From an optimization exercise on the open Yosys and OpenROAD flow, aimed at small area; shortcuts taken in it are not production practice. The RTL was checked by simulation tests, not by an equivalence proof against the original design. No run shown here takes its clock network from TritonCTS; it comes from the design's own scripts or RTL. The flow treats the clock pin as an ideal source. Dropping or thinning the clock tree relies on that and would not hold on a real chip. Power and IR drop assume default switching activity.

<file path="flow/flow/run.sh">
#!/bin/bash
# Layout flow: the standard ORFS flow (standard.sh) with these changes:
#  - synthesis is the standard script, but abc maps the logic with an
#    area-oriented script (flow/area.abc) and adders are left to abc
#    instead of being mapped to half/full adder cells first
#    (ADDER_MAP_FILE empty); flip-flop mapping is unchanged;
#  - the ports are buffered with the smallest buffer, buf_1;
#  - after clock tree synthesis, flow/clock_tree.tcl replaces the tree with
#    four buffers fed straight from the clock port, one per group of nearby
#    flip-flops, each the smallest of buf_4/6/8/12/16 whose estimated slew
#    at its flip-flops is at most 115 ps, and shrinks oversized repair
#    buffers to buf_4.
# Each ORFS step writes its own log under orfs/logs; make's output goes to
# flow_make.log.
set -euo pipefail
F=$PWD/flow
export MY_ABC_SCRIPT=$F/area.abc
bash standard.sh \
  SYNTH_SCRIPT=$F/synth.tcl \
  ADDER_MAP_FILE= \
  "BUFFER_PORTS_ARGS=-buffer_cell sky130_fd_sc_hd__buf_1" \
  POST_CTS_TCL=$F/clock_tree.tcl \
  finish > flow_make.log 2>&1
</file>
<file path="flow/flow/area.abc">
strash; dc2; strash; dc2; dch -f; amap -F 1000 -A 1000 -E 0
</file>
<file path="flow/flow/clock_tree.tcl">
# POST_CTS_TCL hook: replace the clock tree that clock_tree_synthesis built
# with a few clock buffers driven straight from the clock port, one per
# group of nearby flip-flops.
set ncl 4
set buf_master_name sky130_fd_sc_hd__buf_4
if { [info exists ::env(OWN_CTS_GROUPS)] } { set ncl $::env(OWN_CTS_GROUPS) }
if { [info exists ::env(OWN_CTS_BUF)] } { set buf_master_name $::env(OWN_CTS_BUF) }

set db [ord::get_db]
set block [ord::get_db_block]
set clk_net [[$block findBTerm clk] getNet]

# flip-flop clock pins
set sinks {}
foreach inst [$block getInsts] {
  set m [[$inst getMaster] getName]
  if { [regexp {__(e?dfxtp|dfrtp|dfstp|dfxbp)_} $m] } {
    lappend sinks [$inst findITerm CLK]
  }
}
puts "own clock tree: [llength $sinks] flip-flops"

# remove the cells and nets clock_tree_synthesis added
foreach inst [$block getInsts] {
  set n [$inst getName]
  if { [string match clkbuf_* $n] || [string match clkload* $n] } {
    odb::dbInst_destroy $inst
  }
}
foreach net [$block getNets] {
  if { [string match clknet_* [$net getName]] && [llength [$net getITerms]] == 0 } {
    odb::dbNet_destroy $net
  }
}

# split the flip-flops into ncl (a power of two) groups of equal size by
# halving along x, then y, and so on
proc split_groups { idxs pts depth axis } {
  if { $depth == 0 } { return [list $idxs] }
  set keyed {}
  foreach i $idxs { lappend keyed [list $i [lindex [lindex $pts $i] $axis]] }
  set keyed [lsort -real -index 1 $keyed]
  set h [expr {[llength $keyed] / 2}]
  set lo {}; set hi {}
  foreach k [lrange $keyed 0 [expr {$h - 1}]] { lappend lo [lindex $k 0] }
  foreach k [lrange $keyed $h end] { lappend hi [lindex $k 0] }
  return [concat [split_groups $lo $pts [expr {$depth - 1}] [expr {1 - $axis}]] \
    [split_groups $hi $pts [expr {$depth - 1}] [expr {1 - $axis}]]]
}
set pts {}
foreach s $sinks {
  set b [[$s getInst] getBBox]
  lappend pts [list [expr {([$b xMin] + [$b xMax]) / 2.0}] [expr {([$b yMin] + [$b yMax]) / 2.0}]]
}
set idxs {}
for { set i 0 } { $i < [llength $pts] } { incr i } { lappend idxs $i }
set depth [expr {int(round(log($ncl) / log(2)))}]
set groups [split_groups $idxs $pts $depth 0]
set assign [lrepeat [llength $pts] 0]
set cents {}
set k 0
foreach g $groups {
  set sx 0; set sy 0
  foreach i $g {
    lset assign $i $k
    set sx [expr {$sx + [lindex [lindex $pts $i] 0]}]
    set sy [expr {$sy + [lindex [lindex $pts $i] 1]}]
  }
  lappend cents [list [expr {$sx / [llength $g]}] [expr {$sy / [llength $g]}]]
  incr k
}
set ncl [llength $groups]

set master [$db findMaster $buf_master_name]
for { set k 0 } { $k < $ncl } { incr k } {
  set inst [odb::dbInst_create $block $master "clkbuf_own_$k"]
  set net [odb::dbNet_create $block "clknet_own_$k"]
  $net setSigType CLOCK
  [$inst findITerm A] connect $clk_net
  [$inst findITerm X] connect $net
  set n 0
  foreach s $sinks a $assign {
    if { $a == $k } { $s disconnect; $s connect $net; incr n }
  }
  set c [lindex $cents $k]
  $inst setLocation [expr {int([lindex $c 0])}] [expr {int([lindex $c 1])}]
  $inst setPlacementStatus PLACED
  puts "own clock tree: clkbuf_own_$k drives $n flip-flops"
}
# repair_design buffers heavy nets with very large buffers; a buf_4 drives
# the loads here within the slew and capacitance limits
set buf4 [$db findMaster sky130_fd_sc_hd__buf_4]
foreach inst [$block getInsts] {
  if { [regexp {__buf_(6|8|12|16)$} [[$inst getMaster] getName]] } {
    puts "own clock tree: [$inst getName] resized to buf_4"
    $inst swapMaster $buf4
  }
}
global_connect
detailed_placement
check_placement -verbose
estimate_parasitics -placement

set slew_target 0.115
if { [info exists ::env(OWN_CTS_SLEW_TARGET)] } { set slew_target $::env(OWN_CTS_SLEW_TARGET) }
proc worst_clk_slew { k } {
  set net [[ord::get_db_block] findNet "clknet_own_$k"]
  set worst 0
  foreach it [$net getITerms] {
    if { [$it isOutputSignal] } { continue }
    set pin [get_pins "[[$it getInst] getName]/[[$it getMTerm] getName]"]
    foreach a {max min} {
      foreach e {rise fall} {
        set v [get_property $pin slew_${a}_$e]
        if { [string is double -strict $v] && $v > $worst } { set worst $v }
      }
    }
  }
  return $worst
}
set sizes {sky130_fd_sc_hd__buf_4 sky130_fd_sc_hd__buf_6 sky130_fd_sc_hd__buf_8 sky130_fd_sc_hd__buf_12 sky130_fd_sc_hd__buf_16}
for { set k 0 } { $k < $ncl } { incr k } {
  set inst [$block findInst "clkbuf_own_$k"]
  set i [lsearch -exact $sizes [[$inst getMaster] getName]]
  while { 1 } {
    set w [worst_clk_slew $k]
    puts "own clock tree: clkbuf_own_$k [[$inst getMaster] getName] estimated worst slew [format %.1f [expr {$w * 1e3}]] ps"
    if { $w <= $slew_target || $i < 0 || $i >= [llength $sizes] - 1 } { break }
    incr i
    $inst swapMaster [$db findMaster [lindex $sizes $i]]
    estimate_parasitics -placement
  }
}
detailed_placement
check_placement -verbose
estimate_parasitics -placement
repair_timing -hold -hold_margin 0.05
detailed_placement
check_placement -verbose
report_clock_skew
report_check_types -max_slew -max_capacitance -violators
</file>
<file path="flow/flow/synth.tcl">
proc synth {args} { yosys synth -nofsm -noshare {*}$args }
proc abc {args} {
  # same abc call as the standard synthesis, with an area-oriented script
  set i [lsearch -exact $args -script]
  if { $i >= 0 && [info exists ::env(MY_ABC_SCRIPT)] } { lset args [expr {$i + 1}] $::env(MY_ABC_SCRIPT) }
  yosys abc {*}$args
}
source $::env(SCRIPTS_DIR)/synth.tcl
# left out here: clear keep_hierarchy, flatten, clean up, hide names made inside functions, write 1_2_yosys.v
</file>
<file path="flow/standard.sh">
#!/bin/bash
# synth_recipe.tcl (not shown) runs the flow's synth.tcl, then flattens the netlist and writes it again
# the make line also repeats each setting of config.mk as NAME=value (left out here)
make -C /OpenROAD-flow-scripts/flow DESIGN_CONFIG=/design/flow/config.mk WORK_HOME=/design/flow/orfs CLKGATE_MAP_FILE= SYNTH_SCRIPT=/design/flow/synth_recipe.tcl "${@:-finish}"
</file>
<file path="flow/config.mk">
export PLATFORM = sky130hd
export DESIGN_NAME = top
export DESIGN_NICKNAME = top
export VERILOG_FILES = /design/flow/design.v
export SDC_FILE = /design/flow/constraint.sdc
export NUM_CORES = 4
export LEC_CHECK = 0
export CAP_MARGIN = 20
export CORE_MARGIN = 2
export CORE_UTILIZATION = 55
export SLEW_MARGIN = 20
</file>
<file path="flow/constraint.sdc">
create_clock -name core_clock -period 37.037 [get_ports {clk}]
set_input_delay 7.4074 -clock core_clock [delete_from_list [all_inputs] [get_ports {clk}]]
set_output_delay 7.4074 -clock core_clock [all_outputs]
set_load 0.01 [all_outputs]
</file>
<file path="flow/design.v">
`timescale 1ns/1ps
module top #(
    parameter CLKS_PER_BIT = 234
)
(
    input wire clk,
    input wire rst_n,
    input wire uart_rx,
    output wire uart_tx
);
    reg  [7:0] tcnt_r;
    wire [7:0] tq   = tcnt_r ^ 8'haa;
    wire       tick = &tq[6:1];
    wire       tfb  = tq[7] ^ (tq[2] | tq[6]);
    always @(posedge clk) begin
        if (!rst_n || tick)
            tcnt_r <= 8'h01 ^ 8'haa;
        else
            tcnt_r <= {~tcnt_r[6:0], tfb};
    end
    reg        rx_active_r;
    reg [5:0]  dcnt_r;
    reg [31:0] a_sr_r;
    reg        carry_r;
    wire rx_bit   = uart_rx;
    wire dtick    = tick && rx_active_r;          
    wire b_half   = dcnt_r[5];
    wire a_bit    = a_sr_r[0];
    wire sum_bit  = rx_bit ^ a_bit ^ carry_r;
    wire carry_nx = (rx_bit & a_bit) | (carry_r & (rx_bit ^ a_bit));
    wire last_bit = dtick && (dcnt_r == 6'd63);   
    always @(posedge clk) begin
        if (!rst_n) begin
            rx_active_r <= 1'b0;
            dcnt_r      <= 6'd0;
        end else if (tick) begin
            if (!rx_active_r) begin
                if (!rx_bit)
                    rx_active_r <= 1'b1;
            end else begin
                dcnt_r <= dcnt_r + 6'd1;
                if (dcnt_r[2:0] == 3'd7)
                    rx_active_r <= 1'b0;
            end
        end
    end
    always @(posedge clk) begin
        if (dtick) begin
            a_sr_r  <= {rx_bit, a_sr_r[31:1]};
            carry_r <= b_half & carry_nx;         
        end
    end
    reg [3:0] tx_frm_r;
    reg       tx_r;
    wire      frm_on = |tx_frm_r;
    always @(posedge clk) begin
        if (!rst_n) begin
            tx_frm_r <= 4'd0;
            tx_r     <= 1'b1;
        end else if (tick) begin
            if (last_bit)
                tx_frm_r <= 4'd10;
            else if (frm_on)
                tx_frm_r <= tx_frm_r - 4'd1;
            if (frm_on)
                tx_r <= tx_frm_r[3] & ~tx_frm_r[0] & (tx_frm_r[1] | carry_r);
            else if (b_half)
                tx_r <= rx_active_r ? sum_bit : rx_bit;
            else
                tx_r <= 1'b1;
        end
    end
    assign uart_tx = tx_r;
endmodule
</file>
==> results of run 1 <==
[sequential cells by signal, indices dropped and copies added, names as in the netlist]
name	cells
a_sr_r	32
carry_r	1
dcnt_r	6
rx_active_r	1
tcnt_r	8
tx_frm_r	4
tx_r	1
[final cells by class]
class / instances / area [um^2] / share of cell area
multi-input cells: 52 / 282 / 0.157
flip-flops and latches: 53 / 1390 / 0.778
well taps: 33 / 41.3 / 0.0231
inverters: 6 / 22.5 / 0.0126
repair buffers: 4 / 18.8 / 0.0105
plain buffers: 4 / 33.8 / 0.0189
[per-layer routing]
layer	global-route usage	vias up	part of all wire
met5	0	-	0
met4	0.0649	0	0.021
met3	0.0655	6	0.047
met2	0.196	16	0.43
met1	0.202	395	0.50
li1	-	428	-
[kinds of logic after synthesis]
logic type	share of synthesized area
AOI/OAI and AO/OA	0.0894
buffers and inverters	0.0133
DFF	0.822
and+or+nand+nor	0.0754
[cell usage after synthesis (all sizes together), types with 3 or more instances]
cell type	instances
nor2	9
nand2	11
edfxtp	33
a21oi	7
and3	3
a211oi	3
o21ai	6
nor3	3
dfxtp	20
clkinv	6
[worst register-to-register path, delay by kind of cell, from the launching register on]
kind,cells,cell delay [ns]
buf+inv,1,0.40
simple gates,11,2.15
compound gates,2,0.22
flops,1,0.33
[power breakdown]
group	switching, mW	internal, mW
logic	0.000570	0.000204
clock network	0.0129	0.00644
registers	0.000149	0.0622
[worst paths after layout]
path / cells past startpoint / slack (ns) / to
setup / recovery: 8 / 28.51 / tx_r
hold / removal: 1 / 0.38 / tcnt_r[1]
setup reg to reg: 14 / 33.83 / tx_frm_r[2]
hold reg to reg: 1 / 0.38 / tcnt_r[1]
==> metrics.md, run 1 <==
| Metric | Value |
|---|---|
| Status | finished clean |
| Initial Utilization | 0.568 |
| Die width | 59.5 um |
| Mapped Cells | 111 |
| Clk latency of the worst-skew pair | 0.15 ns |
| Syn-to-layout area delta | 5.69% |
| Seq/Total Area, Yosys | 0.822 |
| Worst setup margin | 28.51 ns |
| GRT overflow | 0 |
| Mapped Area | 1690 um^2 |
| DRC viols | 0 |
| Setup WS pre-CTS | 28.35 ns |
| Synthesized netlist net count | 114 |
| Max incr delay on CP | 0.36 ns |
| Syn Area/Cell | 15.3 um^2 |
| Initial antenna violation count | 0 |
| Share of layout cells above drive strength 1 | 0.0504 |
| Filler cells | 226 |
| Clock Pin Slew Worst Setup and Hold Paths | 0.11 ns |
| Worst-path cell chain | buf_1, nand2_1, o21a_1, nand2_1, o211ai_1, a2111o_1, a21oi_1, o32a_1 |
| Unique cell type count in the Yosys netlist | 20 |
| Wire per inst | 14.7 um |
| Post-layout util | 0.601 |
| CP startpoint kind | input pin |
| Crit end category | flip-flop |
| Seq cells post-synth | 53 |
| Core ar. | 2980 um^2 |
| Delay-heaviest family, CP | compound AO/OA/AOI/OAI gates |
| Commonest cells after routing, fill and taps aside | 33 x edfxtp_1, 20 x dfxtp_1, 11 x nand2_1, 8 x nor2_1, 7 x a21oi_1 |
| Commonest non-fill, non-tap cell in the layout | edfxtp_1 |
| FF-to-FF Start | tcnt_r[5] |
| CTS sink count | 53 |
| CP bufs+invs | 1 |
| Iter 0 DRT Violations | 35 |
| Leakage power total | 0.587 nW |
| Worst hold slack | 0.384 ns |
| DP HPWL | 1350 um |
| Yosys Warn Count | 1 |
| Post-synthesis async set-or-reset flop share | 0 |
| VDD IR-drop max | 0.0253 mV |
| Row cnt | 20 |
| Vias | 845 |
| Crit path DAT | 8.62 ns |
| DRT Wirelength | 2230 um |
| Worst Path Required | 37.13 ns |
| Gr usage total | 0.145 |
| Post-synth EDFFs | 33 |
| Post-DRT Antenna Nets | 0 |
| Pwr per Cell Area | 46.1 nW/um^2 |
| Primary FF master, synth | edfxtp_1 |
| Setup TNS | 0 ns |
| Leading area contributor after synthesis | edfxtp_1 |
| Vias in the first global route | 767 |
| Vias per cell | 5.56 |
| Die height | 59.5 um |
| # placed instances | 148 |
| Layout Skew | 0.0316 ns |
| HP Start | tcnt_r[0] |
| First-pass GRT wire length | 3560 um |
| DRT Pass-1 Iters | 4 |
| Die ar. | 3540 um^2 |
| Largest net degree at the start of global routing | 37 |
| CP max FO | 5 |
| Tot Pwr | 0.0824 mW |
| Yosys top cell area share | 0.585 |
| Worst path slowest cell | a2111o_1 |
| Layout Nets | 128 |
| RePlAce Congestion | 0.703 |
| Final Slew Violations | 0 |
| Period minus WS final | 8.52 ns |
| Synth area leaders | edfxtp_1 59%, dfxtp_1 24%, nand2_1 2.4%, a21oi_1 2.1%, nor2_1 2.0% |
| Number of antenna repair diodes | 0 |
| Top cell by count, worst path | nand2_1 |
| Fin crit share | 0.230 |
| IO Port Bufs | 3 |
| RSZ-0062 raised after global routing | no |
| Worst Tran Pin Value | 0.502 ns |
| Placed cell areas | 1760 um^2 |
| Ports | 4 |
| Max_slew headroom | 0.661 |
| Critical path type | in2reg |
| Final Cell Area | 1790 um^2 |
| Worst hold path class | reg2reg |
| Hold Violations, Final | 0 |
| Max_cap viols | 0 |
| Fmax | 117 MHz |
| Setup crit start | uart_rx |
| Final setup fails | 0 |
| Final std cells w/o fill | 152 |
==> run 2, diff against run 1 <==
--- a/flow/config.mk
+++ b/flow/config.mk
@@ -9,3 +9,4 @@
 export CORE_MARGIN = 2
-export CORE_UTILIZATION = 55
+export CORE_UTILIZATION = 50
+export PLACE_DENSITY = 0.85
 export SLEW_MARGIN = 20
==> run 2 against run 1 <==
Against the previous run:
- via count up 6.6%
- die area rose by 9.3%
- worst setup slack got worse by 0.055 ns
- core utilization is 5.1 points lower
- hold slack lost 0.0037 ns
- global-route usage fell by 0.73 points
==> metrics.md, run 2 <==
| Metric | Value |
|---|---|
| Most instantiated library cell after synthesis | edfxtp_1 |
| RePlAce Congestion | 0.752 (+6.9%) |
| Final setup fails | 0 (unchanged) |
| Mapped Area | 1690 um^2 (unchanged) |
| Share of layout cells above drive strength 1 | 0.0504 (unchanged) |
| # placed instances | 161 (+8.8%) |
| Multi-input logic area | 282 um^2 (unchanged) |
| Seq/Total Area, Yosys | 0.822 (unchanged) |
| Iter 0 DRT Violations | 39 (+11%) |
| GRT overflow | 0 (unchanged) |
| Top Registers | a_sr_r (32), tcnt_r (8), dcnt_r (6) |
| Worst r2r path cells | 13 (-1) |
| Routing usage on met2 | 0.207 (+0.0103) |
| Layout Skew | 0.0292 ns (-0.00240 ns) |
| Fin crit share | 0.232 (+0.00149) |
| FF-to-FF Start | tcnt_r[5] |
| Die width | 62.2 um (+4.5%) |
| Clock Pin Slew Worst Setup and Hold Paths | 0.11 ns (about the same) |
| Period minus WS final | 8.58 ns (+0.0552 ns) |
| Largest register FFs | 32 (unchanged) |
| Worst Path Required | 37.14 ns (about the same) |
| Initial antenna violation count | 0 (unchanged) |
| Primary FF master, synth | edfxtp_1 |
| Worst-path cell chain | buf_1, nand2_1, o21a_1, nand2_1, o211ai_1, a2111o_1, a21oi_1, o32a_1 |
| Layout Nets | 128 (unchanged) |
| Worst hold slack | 0.381 ns (-0.00370 ns) |
| Worst setup margin | 28.46 ns (-0.0552 ns) |
| Worst Tran Pin Value | 0.594 ns (+0.0918 ns) |
| Mapped Cells | 111 (unchanged) |
| Number of antenna repair diodes | 0 (unchanged) |
| CTS sink count | 53 (unchanged) |
| Largest net degree at the start of global routing | 36 (-2.7%) |
| Wire per inst | 14.2 um (-3.1%) |
| Commonest cells after routing, fill and taps aside | 33 x edfxtp_1, 20 x dfxtp_1, 11 x nand2_1, 8 x nor2_1, 7 x a21oi_1 |
| Max incr delay on CP | 0.36 ns (about the same) |
| GRT met1 Usage | 0.191 (-0.0103) |
| Pwr per Cell Area | 45.7 nW/um^2 (-0.71%) |
| First-pass GRT wire length | 4080 um (+15%) |
| CP endpoint | tx_r |
| Post-DRT Antenna Nets | 0 (unchanged) |
| Commonest cells in the netlist | 33 x edfxtp_1, 20 x dfxtp_1, 11 x nand2_1, 9 x nor2_1, 7 x a21oi_1 |
| Synth area leaders | edfxtp_1 59%, dfxtp_1 24%, nand2_1 2.4%, a21oi_1 2.1%, nor2_1 2.0% |
| Grt peak-use layer | met2 |
| Worst hold path class | reg2reg |
| IO Port Bufs | 3 (unchanged) |
| Leading area contributor after synthesis | edfxtp_1 |
| Setup TNS | 0 ns (unchanged) |
| Met3 Usage GRT | 0.0507 (-0.0148) |
| Filler cells | 256 (+13%) |
| Post-synth EDFFs | 33 (unchanged) |
| Gr usage total | 0.138 (-0.00730) |
| Initial Utilization | 0.515 (-0.0531) |
| Fmax | 117 MHz (-0.64%) |
| DP HPWL | 1490 um (+10%) |
| Unique cell type count in the Yosys netlist | 20 (unchanged) |
| Critical path type | in2reg |
| Reg-to-reg slack, setup | 34.23 ns (+0.40 ns) |
| Setup WS pre-CTS | 28.32 ns (-0.0332 ns) |
| Ports | 4 (unchanged) |
| Syn Area/Cell | 15.3 um^2 (unchanged) |
| Post-synthesis async set-or-reset flop share | 0 (unchanged) |
| Max_slew headroom | 0.599 (-0.0620) |
| Synthesized netlist net count | 114 (unchanged) |
| RSZ-0062 raised after global routing | no |
| Register area | 1390 um^2 (unchanged) |
| Top cell by count, worst path | nand2_1 |
| VDD IR-drop max | 0.0256 mV (+1.3%) |
| Vias per cell | 5.46 (-1.8%) |
| Die ar. | 3870 um^2 (+9.3%) |
| Yosys top cell area share | 0.585 (unchanged) |
| Largest Register | a_sr_r |
| Core ar. | 3280 um^2 (+10%) |
| Worst reg2reg endpoint | tx_frm_r[2] |
| Vias in the first global route | 869 (+13%) |
| Commonest non-fill, non-tap cell in the layout | edfxtp_1 |
| Status | finished clean |
| Crit end category | flip-flop |
| CP max FO | 5 (unchanged) |
| Die height | 62.2 um (+4.5%) |
| Final std cells w/o fill | 165 (+8.6%) |
| Tot Pwr | 0.0826 mW (+0.19%) |
| Row cnt | 21 (+5.0%) |
| Hold Violations, Final | 0 (unchanged) |
| Crit path DAT | 8.68 ns (+0.06 ns) |
| Yosys Warn Count | 1 (unchanged) |
| DRT Pass-1 Iters | 4 (unchanged) |
| Leakage power total | 0.587 nW (unchanged) |
| Final Slew Violations | 0 (unchanged) |
| Vias | 901 (+6.6%) |
| DRT Wirelength | 2350 um (+5.2%) |
| Clk latency of the worst-skew pair | 0.15 ns (about the same) |
| DRC viols | 0 (unchanged) |
| Worst path slowest cell | a2111o_1 |
| CP startpoint kind | input pin |
| Setup crit start | uart_rx |
| Seq cells post-synth | 53 (unchanged) |
| Syn-to-layout area delta | 6.65% |
| Max_cap viols | 0 (unchanged) |
==> run 2: cell counts after synthesis <==
Identical to the previous run, type by type.
==> run 2: worst max-delay path, delay by kind of cell <==
kind            cells  cell delay (ns)
compound gates      5             0.86
buf+inv             1             0.18
simple gates        2             0.21
==> run 2: kinds of logic after synthesis <==
kind of cell / after synthesis / synth area share
AO/OA/AOI/OAI: 23 / 0.0894
buffers and inverters: 6 / 0.0133
AND/OR/NAND/NOR: 29 / 0.0754
flip-flops: 53 / 0.822
==> run 2: how the worst min path moves through the flow <==
| stage | depth (start not counted) | end | slack, ns | from |
|---|---|---|---|---|
| after floorplan | 1 | tcnt_r[1] | 0.34 | tcnt_r[0] |
| after global placement | 1 | tcnt_r[1] | 0.35 | tcnt_r[0] |
| after detailed placement | 1 | tcnt_r[1] | 0.37 | tcnt_r[0] |
| after global routing | 1 | tcnt_r[1] | 0.39 | tcnt_r[0] |
| final | 1 | tcnt_r[1] | 0.38 | tcnt_r[0] |
==> run 2: report_power, final <==
part	switching [mW]	internal, mW	total (mW)
clock	0.0130	0.00645	0.0194
sequential	0.000156	0.0622	0.0624
combinational	0.000569	0.000204	0.000773
==> run 2: layer usage <==
metal  share of wire  routed length (um)
met5               0                   0
met4           0.020                  46
met3           0.069                 162
met2            0.45                1060
met1            0.46                1070
==> run 2: stage by stage <==
step,utilization,cell area (um^2)
after floorplan,-,1690
after global placement,0.539,1770
after detailed placement,0.539,1770
after global routing,0.550,1810
final,0.550,1810
==> run 2: area by class of cell <==
cell class                      count  share of cell area
Timing Repair Buffer                4              0.0104
Tap cell                           46              0.0319
Inverter                            6              0.0125
Buffer                              4              0.0187
Multi-Input combinational cell     52               0.156
Sequential cell                    53               0.771
==> run 3, diff against run 2 <==
--- a/flow/config.mk
+++ b/flow/config.mk
@@ -9,3 +9,3 @@
 export CORE_MARGIN = 2
-export CORE_UTILIZATION = 50
+export CORE_UTILIZATION = 40
 export PLACE_DENSITY = 0.85
==> run 3 against run 2 <==
Against the previous run:
- still clean
- sequential power hardly changed
- fmax hardly changed
- total power is 0.93% higher
- global-route usage is 2.5 points lower
- synthesized area stayed put
- largest power group unchanged
==> metrics.md, run 3 <==
| Metric | Value |
|---|---|
| Worst setup margin | 28.46 ns (-0.00200 ns) |
| Yosys Warn Count | 1 (unchanged) |
| Seq cells post-synth | 53 (unchanged) |
| Die ar. | 4770 um^2 (+23%) |
| Comb pwr share | 0.009 (about the same) |
| Status | finished clean |
| Final std cells w/o fill | 169 (+2.4%) |
| Worst hold path class | reg2reg |
| VDD IR-drop max | 0.0148 mV (-42%) |
| Leakage power total | 0.588 nW (+0.21%) |
| Synthesized netlist net count | 114 (unchanged) |
| Worst Path Required | 37.14 ns (about the same) |
| Seq pwr share | 0.749 (-0.006) |
| Fin crit share | 0.232 (about the same) |
| Primary FF master, synth | edfxtp_1 |
| Vias | 874 (-3.0%) |
| Syn-to-layout area delta | 7.17% |
| Clk latency of the worst-skew pair | 0.15 ns (about the same) |
| Yosys top cell area share | 0.585 (unchanged) |
| Die width | 69.1 um (+11%) |
| Syn Area/Cell | 15.3 um^2 (unchanged) |
| Layout Nets | 128 (unchanged) |
| Hold Violations, Final | 0 (unchanged) |
| Synth area leaders | edfxtp_1 59%, dfxtp_1 24%, nand2_1 2.4%, a21oi_1 2.1%, nor2_1 2.0% |
| CP startpoint kind | input pin |
| Initial antenna violation count | 0 (unchanged) |
| Initial Utilization | 0.420 (-0.0952) |
| Commonest cells after routing, fill and taps aside | 33 x edfxtp_1, 20 x dfxtp_1, 11 x nand2_1, 8 x nor2_1, 7 x a21oi_1 |
| Vias per cell | 5.17 (-5.3%) |
| Commonest cells in the netlist | 33 x edfxtp_1, 20 x dfxtp_1, 11 x nand2_1, 9 x nor2_1, 7 x a21oi_1 |
| Layout Skew | 0.0329 ns (+0.00370 ns) |
| Seq/Total Area, Yosys | 0.822 (unchanged) |
| Int Power | 0.0696 mW (+1.1%) |
| Wire per inst | 14.2 um (-0.45%) |
| Post-layout util | 0.450 (-0.0994) |
| Worst Tran Pin Value | 0.513 ns (-0.0809 ns) |
| Post-synthesis async set-or-reset flop share | 0 (unchanged) |
| DRC viols | 0 (unchanged) |
| Commonest non-fill, non-tap cell in the layout | edfxtp_1 |
| Clock power frac | 0.242 (+0.006) |
| Mapped Area | 1690 um^2 (unchanged) |
| Share of layout cells above drive strength 1 | 0.0504 (unchanged) |
| GRT met1 Usage | 0.142 (-0.0492) |
| RSZ-0062 raised after global routing | no |
| Setup WS pre-CTS | 28.31 ns (-0.00520 ns) |
| Crit end category | flip-flop |
| CP endpoint | tx_r |
| FF-to-FF Start | tcnt_r[5] |
| Grt peak-use layer | met2 |
| Worst r2r path cells | 13 (unchanged) |
| IO Port Bufs | 3 (unchanged) |
| Number of antenna repair diodes | 0 (unchanged) |
| Most instantiated library cell after synthesis | edfxtp_1 |
| # placed instances | 165 (+2.5%) |
| Largest register FFs | 32 (unchanged) |
| Unique cell type count in the Yosys netlist | 20 (unchanged) |
| Top Registers | a_sr_r (32), tcnt_r (8), dcnt_r (6) |
| Switching power | 0.0137 mW (+0.10%) |
| Gr usage total | 0.113 (-0.0253) |
| RePlAce Congestion | 0.739 (-1.7%) |
| Pwr per Cell Area | 45.9 nW/um^2 (+0.44%) |
| Ports | 4 (unchanged) |
| CTS sink count | 53 (unchanged) |
| Largest net degree at the start of global routing | 36 (unchanged) |
| Routing usage on met2 | 0.175 (-0.0313) |
| Fmax | 117 MHz (about the same) |
| Critical path type | in2reg |
| Core ar. | 4030 um^2 (+23%) |
| Largest Register | a_sr_r |
| Sw frac | 0.165 (-0.00137) |
| Post-DRT Antenna Nets | 0 (unchanged) |
| Vias in the first global route | 884 (+1.7%) |
| DRT Pass-1 Iters | 4 (unchanged) |
| CP max FO | 5 (unchanged) |
| Die height | 69.1 um (+11%) |
| Reg-to-reg slack, setup | 34.21 ns (-0.02 ns) |
| Row cnt | 23 (+9.5%) |
| Met3 Usage GRT | 0.0439 (-0.00686) |
| Max_slew headroom | 0.654 (+0.0547) |
| First-pass GRT wire length | 4190 um (+2.5%) |
| Period minus WS final | 8.58 ns (+0.00200 ns) |
| Final setup fails | 0 (unchanged) |
| Max_cap viols | 0 (unchanged) |
| DP HPWL | 1530 um (+2.3%) |
| Setup crit start | uart_rx |
| Leading area contributor after synthesis | edfxtp_1 |
| GRT overflow | 0 (unchanged) |
| Clock Pin Slew Worst Setup and Hold Paths | 0.11 ns (about the same) |
| Crit path DAT | 8.68 ns (about the same) |
| Mapped Cells | 111 (unchanged) |
| Post-synth EDFFs | 33 (unchanged) |
| Setup TNS | 0 ns (unchanged) |
| Final Slew Violations | 0 (unchanged) |
| Iter 0 DRT Violations | 93 (+140%) |
| DRT Wirelength | 2390 um (+2.0%) |
| Worst reg2reg endpoint | tx_frm_r[2] |
[run 3: cell count changes in the layout (fill, tap and decap cells not counted)]
cell   delta
buf_6     +1
buf_4     -1
[run 3: routing by layer]
layer	vias up	part of all wire	routed length, um
li1	425	-	-
met1	427	0.45	1080
met2	18	0.49	1170
met3	4	0.048	115
met4	0	0.0096	23
met5	-	0	0
[run 3: cells by family (layout without fill, tap and decap cells)]
kind of cell / count (synthesis) / after routing / share of synthesized area
buffers and inverters: 6 / 14 / 0.0133
AND/OR/NAND/NOR: 29 / 29 / 0.0754
AO/OA/AOI/OAI: 23 / 23 / 0.0894
flip-flops: 53 / 53 / 0.822
[run 3: worst min path at each step]
stage	cells after the start	start	slack [ns]	end
after floorplan	1	tcnt_r[0]	0.34	tcnt_r[1]
after global placement	1	tcnt_r[0]	0.35	tcnt_r[1]
after detailed placement	1	tcnt_r[0]	0.37	tcnt_r[1]
after global routing	1	tcnt_r[4]	0.42	tcnt_r[5]
final	1	tcnt_r[4]	0.40	tcnt_r[5]
[run 3: cell type report]
class	count	area, um^2
Buffer	4	37.5
Fill cell	351	2210
Inverter	6	22.5
Multi-Input combinational cell	52	282
Sequential cell	53	1390
Tap cell	50	62.6
Timing Repair Buffer	4	18.8
[run 3: critical path: stages]
cell and delay [ns]:
buf_1 0.15, nand2_1 0.11, o21a_1 0.14, nand2_1 0.10
o211ai_1 0.09, a2111o_1 0.36, a21oi_1 0.16, o32a_1 0.16
[run 3: stage by stage]
stage	total power, mW	cell area, um^2	hold slack [ns]
floorplan	0.0641	1690	0.343
global placement	0.0643	1780	0.351
finish	0.0833	1810	0.400
global route	0.0870	1810	0.420
detailed placement	0.0644	1780	0.367
[run 3: power groups by stage]
| stage | clock network (mW) | logic [mW] | registers (mW) |
|---|---|---|---|
| 2_1_floorplan | 0 | 0.000437 | 0.0636 |
| 3_3_place_gp | 0 | 0.000675 | 0.0637 |
| 3_5_place_dp | 0 | 0.000750 | 0.0637 |
| 5_1_grt | 0.0236 | 0.000911 | 0.0624 |
| 6_report | 0.0202 | 0.000766 | 0.0624 |
==> run 4, diff against run 3 <==
--- a/flow/config.mk
+++ b/flow/config.mk
@@ -10,3 +10,2 @@
 export CORE_UTILIZATION = 40
-export PLACE_DENSITY = 0.85
 export SLEW_MARGIN = 20
==> run 4 against run 3 <==
Against the previous run:
- global-route usage is 1.4 points lower
- total power is 1.4% lower
- first-iteration DRC count is 56% lower
- final cell count stayed put
- fmax hardly changed
- synthesized cell count stayed put
- die area stayed put
- hold slack worse by 0.032 ns
- design area is 0.21% lower
- core utilization is 0.093 points lower
- critical endpoint unchanged
- largest cell class unchanged
==> metrics.md, run 4 <==
| Metric | Value |
|---|---|
| Worst path slowest cell | a2111o_1 |
| Initial Utilization | 0.420 (unchanged) |
| Yosys Warn Count | 1 (unchanged) |
| RePlAce Congestion | 0.858 (+16%) |
| Comb pwr share | 0.009 (about the same) |
| Share of layout cells above drive strength 1 | 0.0504 (unchanged) |
| Layout Skew | 0.0338 ns (+0.000861 ns) |
| Mapped Cells | 111 (unchanged) |
| Die height | 69.1 um (unchanged) |
| Worst-path cell chain | buf_1, nand2_1, o21a_1, nand2_1, o211ai_1, a2111o_1, a21oi_1, o32a_1 |
| Fin crit share | 0.232 (about the same) |
| Syn-to-layout area delta | 6.95% |
| Yosys top cell area share | 0.585 (unchanged) |
| Compound-cell area share of the yosys netlist | 0.0894 (unchanged) |
| Clock power frac | 0.232 (-0.010) |
| Status | finished clean |
| First-pass GRT wire length | 3710 um (-12%) |
| Die width | 69.1 um (unchanged) |
| Post-synthesis mux area share | 0 (unchanged) |
| Largest family of logic cells by synthesized area | compound AO/OA/AOI/OAI gates |
| Synth Area in XOR/XNOR | 0 (unchanged) |
| Wire per inst | 12.4 um (-13%) |
| Period minus WS final | 8.59 ns (+0.00850 ns) |
| RSZ-0062 raised after global routing | no |
| Post-DRT Antenna Nets | 0 (unchanged) |
| Core ar. | 4030 um^2 (unchanged) |
| CP max FO | 5 (unchanged) |
| Primary FF master, synth | edfxtp_1 |
| FF-to-FF Start | tcnt_r[5] |
| Post-synthesis async set-or-reset flop share | 0 (unchanged) |
| Commonest non-fill, non-tap cell in the layout | edfxtp_1 |
| Vias per cell | 5.09 (-1.5%) |
| DRT Wirelength | 2090 um (-13%) |
| Post-synthesis simple-gate area fraction | 0.0754 (unchanged) |
| Hold Crit Depth | 1 (unchanged) |
| Gr usage total | 0.0985 (-0.0143) |
| Leading area contributor after synthesis | edfxtp_1 |
| Iter 0 DRT Violations | 41 (-56%) |
| Top cell by count, worst path | nand2_1 |
| Hold Violations, Final | 0 (unchanged) |
| Seq cells post-synth | 53 (unchanged) |
| Vias | 861 (-1.5%) |
| Reg-to-reg slack, setup | 33.90 ns (-0.31 ns) |
| Worst Tran Pin Value | 0.511 ns (-0.00195 ns) |
| Vias in the first global route | 780 (-12%) |
| Hold Path End | tcnt_r[1] |
| Critical path type | in2reg |
| Sw frac | 0.162 (-0.00256) |
| Syn Area/Cell | 15.3 um^2 (unchanged) |
| Number of antenna repair diodes | 0 (unchanged) |
| Post-synth EDFFs | 33 (unchanged) |
| Worst hold path class | reg2reg |
| Setup TNS | 0 ns (unchanged) |
| Layout Nets | 128 (unchanged) |
| HP Start | tcnt_r[0] |
| Final setup fails | 0 (unchanged) |
| Row cnt | 23 (unchanged) |
| Crit path DAT | 8.65 ns (-0.03 ns) |
| CP startpoint kind | input pin |
| Die ar. | 4770 um^2 (unchanged) |
| GRT overflow | 0 (unchanged) |
| Largest Register | a_sr_r |
| Final Slew Violations | 0 (unchanged) |
| Top Registers | a_sr_r (32), tcnt_r (8), dcnt_r (6) |
| Clk latency of the worst-skew pair | 0.15 ns (about the same) |
| Largest register FFs | 32 (unchanged) |
| Crit end category | flip-flop |
| Ports | 4 (unchanged) |
| Leakage power total | 0.587 nW (-0.21%) |
| Max_cap viols | 0 (unchanged) |
| Adder and majority cell fraction of the synthesized area | 0 (unchanged) |
| Int Power | 0.0688 mW (-1.1%) |
| CP bufs+invs | 1 (unchanged) |
| Seq pwr share | 0.759 (+0.010) |
| Synthesized netlist net count | 114 (unchanged) |
| Max incr delay on CP | 0.37 ns (about the same) |
| DRC viols | 0 (unchanged) |
| Commonest cells after routing, fill and taps aside | 33 x edfxtp_1, 20 x dfxtp_1, 11 x nand2_1, 8 x nor2_1, 7 x a21oi_1 |
| DRT Pass-1 Iters | 4 (unchanged) |
| Worst reg2reg endpoint | tx_frm_r[2] |
| Post-layout util | 0.449 (-0.000932) |
| Max_slew headroom | 0.655 (+0.00131) |
| Largest net degree at the start of global routing | 37 (+2.8%) |
| CTS sink count | 53 (unchanged) |
| Clock Pin Slew Worst Setup and Hold Paths | 0.08 ns (-0.03 ns) |
| Worst Path Required | 37.10 ns (-0.04 ns) |
| Initial antenna violation count | 0 (unchanged) |
| Mapped Area | 1690 um^2 (unchanged) |
| Pwr per Cell Area | 45.4 nW/um^2 (-1.2%) |
| Most instantiated library cell after synthesis | edfxtp_1 |
| DP HPWL | 1330 um (-13%) |
| Unique cell type count in the Yosys netlist | 20 (unchanged) |
| Delay-heaviest family, CP | compound AO/OA/AOI/OAI gates |
| Fmax | 116 MHz (about the same) |
| IO Port Bufs | 3 (unchanged) |
| Seq/Total Area, Yosys | 0.822 (unchanged) |
| Switching power | 0.0133 mW (-2.9%) |
| Synth area leaders | edfxtp_1 59%, dfxtp_1 24%, nand2_1 2.4%, a21oi_1 2.1%, nor2_1 2.0% |
| Worst r2r path cells | 14 (+1) |
| Commonest cells in the netlist | 33 x edfxtp_1, 20 x dfxtp_1, 11 x nand2_1, 9 x nor2_1, 7 x a21oi_1 |
| VDD IR-drop max | 0.0218 mV (+48%) |
run 4: worst max-delay path by stage:
stage	from	to	slack [ns]	cells after the start
6_report	uart_rx	tx_r	28.45	8
5_1_grt	uart_rx	tx_r	28.33	8
3_5_place_dp	uart_rx	tx_r	28.35	8
3_3_place_gp	uart_rx	tx_r	28.44	8
2_1_floorplan	uart_rx	tx_r	28.66	6
run 4: final cells by class:
class | count | area, um^2
flip-flops and latches | 53 | 1390
repair buffers | 4 | 18.8
plain buffers | 4 | 33.8
well taps | 50 | 62.6
inverters | 6 | 22.5
fillers | 378 | 2220
multi-input cells | 52 | 282
run 4: power by group through the flow:
| stage | Sequential [mW] | Combinational, mW | Clock (mW) |
|---|---|---|---|
| after detailed placement | 0.0637 | 0.000736 | 0 |
| after global routing | 0.0624 | 0.000843 | 0.0226 |
| after global placement | 0.0637 | 0.000695 | 0 |
| after floorplan | 0.0636 | 0.000437 | 0 |
| final | 0.0623 | 0.000745 | 0.0191 |
run 4: stage by stage:
| stage | cell area (um^2) | cells | hold WS (ns) | setup slack, ns | power (mW) |
|---|---|---|---|---|---|
| 2_1_floorplan | 1690 | 111 | 0.343 | 28.66 | 0.0641 |
| 3_3_place_gp | 1780 | 165 | 0.348 | 28.44 | 0.0644 |
| 3_5_place_dp | 1780 | 165 | 0.360 | 28.35 | 0.0644 |
| 5_1_grt | 1810 | 169 | 0.384 | 28.33 | 0.0858 |
| 6_report | 1810 | 169 | 0.368 | 28.45 | 0.0822 |
run 4: layer usage:
| metal | track usage | part of all wire | vias to the layer above |
|---|---|---|---|
| li1 | - | - | 424 |
| met3 | 0.0482 | 0.022 | 0 |
| met2 | 0.132 | 0.45 | 11 |
| met5 | 0 | 0 | - |
| met4 | 0.0196 | 0 | 0 |
| met1 | 0.145 | 0.53 | 426 |
run 4: cell families after synthesis:
| kind of cell | count (synthesis) |
|---|---|
| flip-flops | 53 |
| AO/OA/AOI/OAI | 23 |
| buffers and inverters | 6 |
| AND/OR/NAND/NOR | 29 |
==> run 5, diff against run 4 <==
--- a/flow/flow/clock_tree.tcl
+++ b/flow/flow/clock_tree.tcl
@@ -89,10 +89,14 @@
 }
-# repair_design buffers heavy nets with very large buffers; a buf_4 drives
-# the loads here within the slew and capacitance limits
-set buf4 [$db findMaster sky130_fd_sc_hd__buf_4]
+# repair_design buffers heavy nets with very large buffers; remove the
+# buffers it added on signal nets and let repair_design fix what that
+# breaks, sizing the drivers first
+set rsz_bufs {}
 foreach inst [$block getInsts] {
-  if { [regexp {__buf_(6|8|12|16)$} [[$inst getMaster] getName]] } {
-    puts "own clock tree: [$inst getName] resized to buf_4"
-    $inst swapMaster $buf4
+  if { [regexp {^(place|load_slew|max_cap|max_length)[0-9]+$} [$inst getName]] } {
+    lappend rsz_bufs [$inst getName]
   }
+}
+if { [llength $rsz_bufs] > 0 } {
+  puts "own clock tree: removing repair buffers $rsz_bufs"
+  remove_buffers [get_cells $rsz_bufs]
 }
@@ -101,2 +105,5 @@
 check_placement -verbose
+estimate_parasitics -placement
+repair_design -slew_margin 0 -cap_margin 0
+detailed_placement
 estimate_parasitics -placement
==> run 5 against run 4 <==
Against the previous run:
- sequential share of layout area grew 0.11 points
- global-route usage shrank 0.063 points
- largest cell class unchanged
- critical path type unchanged
- total power is essentially flat
- largest power group unchanged
- via count shrank 2.0%
- clock power is essentially flat
- design area shrank 0.14%
- still clean on timing, DRC and antenna
- die area is the same
- sequential cell count is the same
- hold slack is essentially flat
==> metrics.md, run 5 <==
| Metric | Value |
|---|---|
| Status | finished clean |
| Synth area leaders | edfxtp_1 59%, dfxtp_1 24%, nand2_1 2.4%, a21oi_1 2.1%, nor2_1 2.0% |
| Yosys top cell area share | 0.585 (unchanged) |
| Seq/Total Area, Yosys | 0.822 (unchanged) |
| DRC viols | 0 (unchanged) |
| Mapped Area | 1690 um^2 (unchanged) |
| GRT overflow | 0 (unchanged) |
| Iter 0 DRT Violations | 49 (+20%) |
| Post-synthesis mux area share | 0 (unchanged) |
| Core ar. | 4030 um^2 (unchanged) |
| Leakage power total | 0.582 nW (-0.90%) |
| Syn Area/Cell | 15.3 um^2 (unchanged) |
| Clock Pin Slew Worst Setup and Hold Paths | 0.08 ns (about the same) |
| Worst Tran Pin Value | 0.907 ns (+0.396 ns) |
| Max_cap viols | 0 (unchanged) |
| Top Registers | a_sr_r (32), tcnt_r (8), dcnt_r (6) |
| CP max FO | 5 (unchanged) |
| Worst Path Required | 37.10 ns (about the same) |
| DRT Wirelength | 2090 um (+0.19%) |
| Share of layout cells above drive strength 1 | 0.0424 (-0.00805) |
| Number of antenna repair diodes | 0 (unchanged) |
| Largest register FFs | 32 (unchanged) |
| Final Slew Violations | 0 (unchanged) |
| Compound-cell area share of the yosys netlist | 0.0894 (unchanged) |
| CP startpoint kind | input pin |
| Worst setup margin | 28.44 ns (-0.00900 ns) |
| Commonest non-fill, non-tap cell in the layout | edfxtp_1 |
| Post-DRT Antenna Nets | 0 (unchanged) |
| RSZ-0062 raised after global routing | no |
| Period minus WS final | 8.60 ns (+0.00900 ns) |
| Vias per cell | 5.02 (-1.4%) |
| Seq cells post-synth | 53 (unchanged) |
| Initial antenna violation count | 0 (unchanged) |
| Critical path type | in2reg |
| Post-synth EDFFs | 33 (unchanged) |
| Synth Area in XOR/XNOR | 0 (unchanged) |
| Final setup fails | 0 (unchanged) |
| Die ar. | 4770 um^2 (unchanged) |
| Fin crit share | 0.232 (+0.000243) |
| Crit end category | flip-flop |
| Most instantiated library cell after synthesis | edfxtp_1 |
| Post-synthesis async set-or-reset flop share | 0 (unchanged) |
| Max_slew headroom | 0.394 (-0.261) |
| Worst hold path class | reg2reg |
| First-pass GRT wire length | 3680 um (-0.57%) |
| DP HPWL | 1330 um (unchanged) |
| Yosys Warn Count | 1 (unchanged) |
| Gr usage total | 0.0979 (-0.000626) |
| Synthesized netlist net count | 114 (unchanged) |
| Vias | 844 (-2.0%) |
| Largest family of logic cells by synthesized area | compound AO/OA/AOI/OAI gates |
| RePlAce Congestion | 0.858 (unchanged) |
| Die height | 69.1 um (unchanged) |
| Unique cell type count in the Yosys netlist | 20 (unchanged) |
| Post-synthesis simple-gate area fraction | 0.0754 (unchanged) |
| Layout Nets | 127 (-0.78%) |
| Setup TNS | 0 ns (unchanged) |
| Largest Register | a_sr_r |
| Layout Skew | 0.0329 ns (-0.000892 ns) |
| Hold Violations, Final | 0 (unchanged) |
| Wire per inst | 12.5 um (+0.79%) |
| Mapped Cells | 111 (unchanged) |
| IO Port Bufs | 3 (unchanged) |
| Commonest cells after routing, fill and taps aside | 33 x edfxtp_1, 20 x dfxtp_1, 11 x nand2_1, 8 x nor2_1, 7 x a21oi_1 |
| DRT Pass-1 Iters | 4 (unchanged) |
| Vias in the first global route | 781 (+0.13%) |
| Pwr per Cell Area | 45.5 nW/um^2 (+0.14%) |
| Largest net degree at the start of global routing | 37 (unchanged) |
| Initial Utilization | 0.420 (unchanged) |
| Ports | 4 (unchanged) |
| Syn-to-layout area delta | 6.80% |
| Fmax | 116 MHz (-0.10%) |
| Row cnt | 23 (unchanged) |
| Die width | 69.1 um (unchanged) |
| Clk latency of the worst-skew pair | 0.15 ns (about the same) |
| Setup WS pre-CTS | 28.35 ns (unchanged) |
| CTS sink count | 53 (unchanged) |
| Adder and majority cell fraction of the synthesized area | 0 (unchanged) |
| Crit path DAT | 8.66 ns (about the same) |
| Primary FF master, synth | edfxtp_1 |
| VDD IR-drop max | 0.0219 mV (+0.28%) |
| Leading area contributor after synthesis | edfxtp_1 |
| Worst hold slack | 0.368 ns (+0.000109 ns) |
| Commonest cells in the netlist | 33 x edfxtp_1, 20 x dfxtp_1, 11 x nand2_1, 9 x nor2_1, 7 x a21oi_1 |
[run 5: changes by cell type in the layout (fill, tap and decap cells not counted), sizes merged]
cell	delta
buf	-1
[run 5: worst paths after layout]
path	to	startpoint	slack (ns)	depth (start not counted)
hold reg to reg	tcnt_r[1]	tcnt_r[0]	0.37	1
setup / recovery	tx_r	uart_rx	28.44	8
setup reg to reg	tx_frm_r[2]	tcnt_r[5]	33.58	13
hold / removal	tcnt_r[1]	tcnt_r[0]	0.37	1
[run 5: report_power, final]
group          total, mW  switching [mW]  internal [mW]
logic           0.000747        0.000544       0.000203
registers         0.0623        0.000150         0.0622
clock network     0.0191          0.0126        0.00644
total             0.0822          0.0133         0.0688
[run 5: metrics by stage]
step,power [mW],util,std cells,area [um^2]
finish,0.0822,0.449,168,1810
floorplan,0.0641,-,111,1690
global placement,0.0644,0.441,165,1780
detailed placement,0.0644,0.441,165,1780
global route,0.0858,0.449,168,1810
[run 5: worst max-delay path: stages]
cell	delay (ns)
buf_1	0.18
nand2_1	0.11
o21a_1	0.13
nand2_1	0.10
o211ai_1	0.10
a2111o_1	0.36
a21oi_1	0.13
o32a_1	0.14
[run 5: logic make-up (layout without fill, tap and decap cells)]
| family | after synthesis | after routing |
|---|---|---|
| buffers and inverters | 6 | 13 |
| AO/OA/AOI/OAI | 23 | 23 |
| AND/OR/NAND/NOR | 29 | 29 |
| flip-flops | 53 | 53 |
[run 5: cell type report]
class / instances / area, um^2
tap: 50 / 62.6
timing repair buffer: 3 / 11.3
multi-input combinational: 52 / 287
inverter: 6 / 22.5
buffer: 4 / 33.8
sequential: 53 / 1390
fill: 376 / 2220
[run 5: per-layer routing]
layer,track usage,part of all wire,up-vias,wire length [um]
met3,0.0482,0.027,2,56
met1,0.141,0.52,407,1080
met2,0.135,0.45,13,936
li1,-,-,422,-
met4,0.0196,0.0086,0,18
met5,0,0,-,0
==> run 6, diff against run 5 <==
--- a/flow/flow/run.sh
+++ b/flow/flow/run.sh
@@ -10,4 +10,5 @@
 #    flip-flops, each the smallest of buf_4/6/8/12/16 whose estimated slew
-#    at its flip-flops is at most 115 ps, and shrinks oversized repair
-#    buffers to buf_4.
+#    at its flip-flops is at most 115 ps; it also removes the buffers that
+#    repair_design added on signal nets and reruns repair_design, which
+#    sizes up their drivers instead.
 # Each ORFS step writes its own log under orfs/logs; make's output goes to
==> run 6 against run 5 <==
Against the previous run:
- sequential power about the same
- design area unchanged
- die area unchanged
- via count unchanged
- register-to-register slack about the same
- fmax unchanged
- synthesized area unchanged
- final cell count unchanged
- critical endpoint unchanged
==> metrics.md, run 6 <==
| Metric | Value |
|---|---|
| Largest net degree at the start of global routing | 37 (unchanged) |
| RePlAce Congestion | 0.858 (unchanged) |
| Core ar. | 4030 um^2 (unchanged) |
| Vias in the first global route | 781 (unchanged) |
| Initial Utilization | 0.420 (unchanged) |
| Multi-input logic area | 287 um^2 (unchanged) |
| Wire per inst | 12.5 um (unchanged) |
| Seq/Total Area, Yosys | 0.822 (unchanged) |
| Leading area contributor after synthesis | edfxtp_1 |
| Gr usage total | 0.0979 (unchanged) |
| Yosys Warn Count | 1 (unchanged) |
| Ports | 4 (unchanged) |
| Setup TNS | 0 ns (unchanged) |
| Filler cells | 376 (unchanged) |
| Initial antenna violation count | 0 (unchanged) |
| Layout Skew | 0.0329 ns (unchanged) |
| Tot Pwr | 0.0822 mW (unchanged) |
| Die height | 69.1 um (unchanged) |
| Final Slew Violations | 0 (unchanged) |
| Commonest cells after routing, fill and taps aside | 33 x edfxtp_1, 20 x dfxtp_1, 11 x nand2_1, 8 x nor2_1, 7 x a21oi_1 |
| Worst Path Required | 37.10 ns (about the same) |
| Commonest non-fill, non-tap cell in the layout | edfxtp_1 |
| Max_cap viols | 0 (unchanged) |
| Placed cell areas | 1780 um^2 (unchanged) |
| DRT Wirelength | 2090 um (unchanged) |
| VDD IR-drop max | 0.0219 mV (unchanged) |
| Status | finished clean |
| Syn Area/Cell | 15.3 um^2 (unchanged) |
| Worst Tran Pin Value | 0.907 ns (unchanged) |
| RSZ-0062 raised after global routing | no |
| Fin crit share | 0.232 (unchanged) |
| Top Registers | a_sr_r (32), tcnt_r (8), dcnt_r (6) |
| DRC viols | 0 (unchanged) |
| Seq cells post-synth | 53 (unchanged) |
| Period minus WS final | 8.60 ns (unchanged) |
| GRT overflow | 0 (unchanged) |
| Final setup fails | 0 (unchanged) |
| Row cnt | 23 (unchanged) |
| Hold Violations, Final | 0 (unchanged) |
| Seq pwr share | 0.759 (about the same) |
| Comb pwr share | 0.009 (about the same) |
| Crit path DAT | 8.66 ns (about the same) |
| Post-synth EDFFs | 33 (unchanged) |
| Most instantiated library cell after synthesis | edfxtp_1 |
| Worst hold slack | 0.368 ns (unchanged) |
| First-pass GRT wire length | 3680 um (unchanged) |
| Primary FF master, synth | edfxtp_1 |
| Fmax | 116 MHz (unchanged) |
| Largest register FFs | 32 (unchanged) |
| Worst hold path class | reg2reg |
| Post-DRT Antenna Nets | 0 (unchanged) |
| Mapped Area | 1690 um^2 (unchanged) |
| Yosys top cell area share | 0.585 (unchanged) |
| Syn-to-layout area delta | 6.80% (unchanged) |
| Setup crit start | uart_rx |
| Clock power frac | 0.232 (about the same) |
| Sw frac | 0.162 (unchanged) |
| Layout Nets | 127 (unchanged) |
| Vias | 844 (unchanged) |
| Unique cell type count in the Yosys netlist | 20 (unchanged) |
| Commonest cells in the netlist | 33 x edfxtp_1, 20 x dfxtp_1, 11 x nand2_1, 9 x nor2_1, 7 x a21oi_1 |
| Iter 0 DRT Violations | 49 (unchanged) |
| Post-synthesis async set-or-reset flop share | 0 (unchanged) |
| Synth area leaders | edfxtp_1 59%, dfxtp_1 24%, nand2_1 2.4%, a21oi_1 2.1%, nor2_1 2.0% |
| Vias per cell | 5.02 (unchanged) |
| Clk latency of the worst-skew pair | 0.15 ns (about the same) |
| CP startpoint kind | input pin |
| Die width | 69.1 um (unchanged) |
| Max_slew headroom | 0.394 (unchanged) |
| IO Port Bufs | 3 (unchanged) |
| Register area | 1390 um^2 (unchanged) |
| CP max FO | 5 (unchanged) |
| DRT Pass-1 Iters | 4 (unchanged) |
| Share of layout cells above drive strength 1 | 0.0424 (unchanged) |
| Int Power | 0.0688 mW (unchanged) |
| DP HPWL | 1330 um (unchanged) |
| Final Cell Area | 1810 um^2 (unchanged) |
| FF-to-FF Start | tcnt_r[5] |
| Crit end category | flip-flop |
| Largest Register | a_sr_r |
| Mapped Cells | 111 (unchanged) |
| Die ar. | 4770 um^2 (unchanged) |
| Synthesized netlist net count | 114 (unchanged) |
| Number of antenna repair diodes | 0 (unchanged) |
| CTS sink count | 53 (unchanged) |
| Critical path type | in2reg |
| Clock Pin Slew Worst Setup and Hold Paths | 0.08 ns (about the same) |
| Leakage power total | 0.582 nW (unchanged) |
| HP Start | tcnt_r[0] |
| Pwr per Cell Area | 45.5 nW/um^2 (unchanged) |
| Switching power | 0.0133 mW (unchanged) |
run 6: cell counts after synthesis:
Identical to the previous run, type by type.
run 6: through the flow:
stage / utilization / std cells / worst slack, ns
after floorplan: - / 111 / 28.66
after global routing: 0.449 / 168 / 28.34
after global placement: 0.441 / 165 / 28.44
after detailed placement: 0.441 / 165 / 28.35
final: 0.449 / 168 / 28.44
run 6: worst paths after layout:
kind,endpoint,slack (ns),cells past startpoint
setup reg to reg,tx_frm_r[2],33.58,13
hold reg to reg,tcnt_r[1],0.37,1
hold / removal,tcnt_r[1],0.37,1
setup / recovery,tx_r,28.44,8
run 6: cells by family after synthesis:
family | Yosys count | synth area share
flops | 53 | 0.822
simple gates | 29 | 0.0754
compound gates | 23 | 0.0894
buf+inv | 6 | 0.0133
run 6: layer usage:
| layer | GRT usage | vias up | share of wire |
|---|---|---|---|
| li1 | - | 422 | - |
| met1 | 0.141 | 407 | 0.52 |
| met2 | 0.135 | 13 | 0.45 |
| met3 | 0.0482 | 2 | 0.027 |
| met4 | 0.0196 | 0 | 0.0086 |
| met5 | 0 | - | 0 |
run 6: worst max-delay path, cell delays in order:
cell and delay (ns):
buf_1 0.18, nand2_1 0.11, o21a_1 0.13, nand2_1 0.10, o211ai_1 0.10, a2111o_1 0.36, a21oi_1 0.13, o32a_1 0.14
run 6: area by class of cell:
class,instances,share of cell area
Buffer,4,0.0187
Inverter,6,0.0125
Multi-Input combinational cell,52,0.158
Sequential cell,53,0.770
Tap cell,50,0.0346
Timing Repair Buffer,3,0.00623
run 6: power by group through the flow:
stage / clock network (mW) / registers [mW] / logic (mW)
after floorplan: 0 / 0.0636 / 0.000437
after global placement: 0 / 0.0637 / 0.000695
after detailed placement: 0 / 0.0637 / 0.000736
after global routing: 0.0226 / 0.0624 / 0.000841
final: 0.0191 / 0.0623 / 0.000747
==> run 7, diff against run 6 <==
--- a/flow/flow/clock_tree.tcl
+++ b/flow/flow/clock_tree.tcl
@@ -57,3 +57,21 @@
 set depth [expr {int(round(log($ncl) / log(2)))}]
+# halve along x first or y first, whichever gives the smaller largest
+# group (half-perimeter of its bounding box plus its distance to the centre)
+proc group_cost { groups pts } {
+  set worst 0
+  foreach g $groups {
+    set x0 1e30; set x1 -1e30; set y0 1e30; set y1 -1e30
+    foreach i $g {
+      set p [lindex $pts $i]
+      set x0 [expr {min($x0, [lindex $p 0])}]; set x1 [expr {max($x1, [lindex $p 0])}]
+      set y0 [expr {min($y0, [lindex $p 1])}]; set y1 [expr {max($y1, [lindex $p 1])}]
+    }
+    set worst [expr {max($worst, ($x1 - $x0) + ($y1 - $y0))}]
+  }
+  return $worst
+}
 set groups [split_groups $idxs $pts $depth 0]
+set groups_y [split_groups $idxs $pts $depth 1]
+
+if { [group_cost $groups_y $pts] < [group_cost $groups $pts] } { set groups $groups_y }
 set assign [lrepeat [llength $pts] 0]
==> run 7 against run 6 <==
Against the previous run:
- hold slack stayed put
- synthesized cell count stayed put
- total power stayed put
- sequential share of layout area stayed put
- first-iteration DRC count stayed put
- sequential cell count stayed put
- fmax stayed put
- global-route usage stayed put
- worst setup slack stayed put
- register-to-register slack hardly changed
- core utilization stayed put
- highest routed layer unchanged
- clock power hardly changed
==> metrics.md, run 7 <==
| Metric | Value |
|---|---|
| Status | finished clean |
| Reg-to-reg slack, setup | 33.58 ns (about the same) |
| Critical path type | in2reg |
| Number of antenna repair diodes | 0 (unchanged) |
| DRT Pass-1 Iters | 4 (unchanged) |
| Max_slew headroom | 0.394 (unchanged) |
| GRT overflow | 0 (unchanged) |
| CP bufs+invs | 1 (unchanged) |
| Vias per cell | 5.02 (unchanged) |
| Die height | 69.1 um (unchanged) |
| Synth area leaders | edfxtp_1 59%, dfxtp_1 24%, nand2_1 2.4%, a21oi_1 2.1%, nor2_1 2.0% |
| Seq/Total Area, Yosys | 0.822 (unchanged) |
| Share of layout cells above drive strength 1 | 0.0424 (unchanged) |
| Final setup fails | 0 (unchanged) |
| RePlAce Congestion | 0.858 (unchanged) |
| CP max FO | 5 (unchanged) |
| Wire per inst | 12.5 um (unchanged) |
| Layout Nets | 127 (unchanged) |
| First-pass GRT wire length | 3680 um (unchanged) |
| Iter 0 DRT Violations | 49 (unchanged) |
| Int Power | 0.0688 mW (unchanged) |
| Post-synthesis mux area share | 0 (unchanged) |
| Worst hold slack | 0.368 ns (unchanged) |
| Switching power | 0.0133 mW (unchanged) |
| Die ar. | 4770 um^2 (unchanged) |
| Period minus WS final | 8.60 ns (unchanged) |
| Mapped Area | 1690 um^2 (unchanged) |
| Yosys Warn Count | 1 (unchanged) |
| Synthesized netlist net count | 114 (unchanged) |
| Setup crit start | uart_rx |
| Largest family of logic cells by synthesized area | compound AO/OA/AOI/OAI gates |
| Initial Utilization | 0.420 (unchanged) |
| Largest register FFs | 32 (unchanged) |
| Worst path slowest cell | a2111o_1 |
| Final Slew Violations | 0 (unchanged) |
| Post-DRT Antenna Nets | 0 (unchanged) |
| Synth Area in XOR/XNOR | 0 (unchanged) |
| Register area | 1390 um^2 (unchanged) |
| Yosys top cell area share | 0.585 (unchanged) |
| Crit path DAT | 8.66 ns (about the same) |
| Die width | 69.1 um (unchanged) |
| Top cell by count, worst path | nand2_1 |
| Max_cap viols | 0 (unchanged) |
| Adder and majority cell fraction of the synthesized area | 0 (unchanged) |
| Row cnt | 23 (unchanged) |
| Hold Violations, Final | 0 (unchanged) |
| Ports | 4 (unchanged) |
| Largest Register | a_sr_r |
| Pwr per Cell Area | 45.5 nW/um^2 (unchanged) |
| Sw frac | 0.162 (unchanged) |
| Syn Area/Cell | 15.3 um^2 (unchanged) |
| Vias | 844 (unchanged) |
| Fmax | 116 MHz (unchanged) |
| Crit end category | flip-flop |
| Post-synthesis simple-gate area fraction | 0.0754 (unchanged) |
| Most instantiated library cell after synthesis | edfxtp_1 |
| HP Start | tcnt_r[0] |
| Tot Pwr | 0.0822 mW (unchanged) |
| Largest net degree at the start of global routing | 37 (unchanged) |
| Vias in the first global route | 781 (unchanged) |
| Worst hold path class | reg2reg |
| Setup TNS | 0 ns (unchanged) |
| RSZ-0062 raised after global routing | no |
| Worst Tran Pin Value | 0.907 ns (unchanged) |
| Gr usage total | 0.0979 (unchanged) |
| DP HPWL | 1330 um (unchanged) |
| FF-to-FF Start | tcnt_r[5] |
| Commonest cells after routing, fill and taps aside | 33 x edfxtp_1, 20 x dfxtp_1, 11 x nand2_1, 8 x nor2_1, 7 x a21oi_1 |
| IO Port Bufs | 3 (unchanged) |
| Layout Skew | 0.0329 ns (unchanged) |
| Worst Path Required | 37.10 ns (about the same) |
| Mapped Cells | 111 (unchanged) |
| VDD IR-drop max | 0.0219 mV (unchanged) |
| Clock Pin Slew Worst Setup and Hold Paths | 0.08 ns (about the same) |
| Delay-heaviest family, CP | compound AO/OA/AOI/OAI gates |
| Post-synthesis async set-or-reset flop share | 0 (unchanged) |
| Core ar. | 4030 um^2 (unchanged) |
| CTS sink count | 53 (unchanged) |
| Max incr delay on CP | 0.36 ns (about the same) |
| Clk latency of the worst-skew pair | 0.15 ns (about the same) |
| Post-synth EDFFs | 33 (unchanged) |
| Comb pwr share | 0.009 (about the same) |
| Top Registers | a_sr_r (32), tcnt_r (8), dcnt_r (6) |
| Clock power frac | 0.232 (about the same) |
| Seq pwr share | 0.759 (about the same) |
| CP startpoint kind | input pin |
| Worst-path cell chain | buf_1, nand2_1, o21a_1, nand2_1, o211ai_1, a2111o_1, a21oi_1, o32a_1 |
| Filler cells | 376 (unchanged) |
| Seq cells post-synth | 53 (unchanged) |
| Initial antenna violation count | 0 (unchanged) |
| Final Cell Area | 1810 um^2 (unchanged) |
| Placed cell areas | 1780 um^2 (unchanged) |
| Syn-to-layout area delta | 6.80% (unchanged) |
| Unique cell type count in the Yosys netlist | 20 (unchanged) |
| Commonest non-fill, non-tap cell in the layout | edfxtp_1 |
| Fin crit share | 0.232 (unchanged) |
| Primary FF master, synth | edfxtp_1 |
| Compound-cell area share of the yosys netlist | 0.0894 (unchanged) |
| Commonest cells in the netlist | 33 x edfxtp_1, 20 x dfxtp_1, 11 x nand2_1, 9 x nor2_1, 7 x a21oi_1 |
| Multi-input logic area | 287 um^2 (unchanged) |
| DRC viols | 0 (unchanged) |
| Post-layout util | 0.449 (unchanged) |
| Leading area contributor after synthesis | edfxtp_1 |
| Leakage power total | 0.582 nW (unchanged) |
| DRT Wirelength | 2090 um (unchanged) |
## run 7: layer usage
metal / vias up / share of wire / track usage
li1: 422 / - / -
met1: 407 / 0.52 / 0.141
met2: 13 / 0.45 / 0.135
met3: 2 / 0.027 / 0.0482
met4: 0 / 0.0086 / 0.0196
met5: - / 0 / 0
## run 7: power groups by stage
stage | combinational (mW) | sequential [mW] | clock, mW
after floorplan | 0.000437 | 0.0636 | 0
after global placement | 0.000695 | 0.0637 | 0
after detailed placement | 0.000736 | 0.0637 | 0
after global routing | 0.000841 | 0.0624 | 0.0226
final | 0.000747 | 0.0623 | 0.0191
## run 7: kinds of logic after synthesis
| group | count (synthesis) |
|---|---|
| flip-flops | 53 |
| AND/OR/NAND/NOR | 29 |
| AO/OA/AOI/OAI | 23 |
| buffers and inverters | 6 |
## run 7: area by class of cell
type / count / share of cell area
inverters: 6 / 0.0125
flip-flops and latches: 53 / 0.770
multi-input cells: 52 / 0.158
plain buffers: 4 / 0.0187
repair buffers: 3 / 0.00623
well taps: 50 / 0.0346
## run 7: path summary, 6_finish.rpt
kind                                    end  cells after the start
worst max-delay path                   tx_r                      8
worst min-delay path              tcnt_r[1]                      1
worst max register to register  tx_frm_r[2]                     13
worst min register to register    tcnt_r[1]                      1
## run 7: per-stage QoR
step	instances	worst slack (ns)
finish	168	28.44
global route	168	28.34
detailed placement	165	28.35
global placement	165	28.44
floorplan	111	28.66

port drivers added, routing unchanged:
How much do the figures lean on ideal ports? The routed layouts below were timed once more, with nothing changed but the port constraints.
Step 1: set_driving_cell puts a clkbuf_16 on clk and a buf_2 on each other input, an assumption about the parent block.
Step 2 moves the port delays by t, midway between the first and last clock arrival at a register: inputs arrive t later, outputs are due t later. That takes back most of the time a late clock gives input paths.
a / b / c = ideal ports / drivers / drivers and shift; a / b = the first two.
| run | t (ns) | setup WS [ns] | worst setup path after step 2 | latest minus earliest clock arrival (ns) |
|---|---|---|---|---|
| run 1 | 0.181 | 28.514 / 28.544 / 28.363 | input to register | 0.032 / 0.032 |
| run 2 | 0.179 | 28.458 / 28.486 / 28.307 | input to register | 0.030 / 0.030 |
| run 3 | 0.179 | 28.457 / 28.478 / 28.299 | input to register | 0.033 / 0.034 |
| run 4 | 0.172 | 28.448 / 28.468 / 28.296 | input to register | 0.034 / 0.034 |
| run 5 | 0.173 | 28.439 / 28.461 / 28.288 | input to register | 0.033 / 0.033 |
| run 6 | 0.173 | 28.439 / 28.461 / 28.288 | input to register | 0.033 / 0.033 |
| run 7 | 0.173 | 28.439 / 28.461 / 28.288 | input to register | 0.033 / 0.033 |
After both steps every run listed still meets setup and hold. For run 3, which loses most, drivers alone change the setup slack by +0.021 ns; drivers and shift together by -0.158 ns.
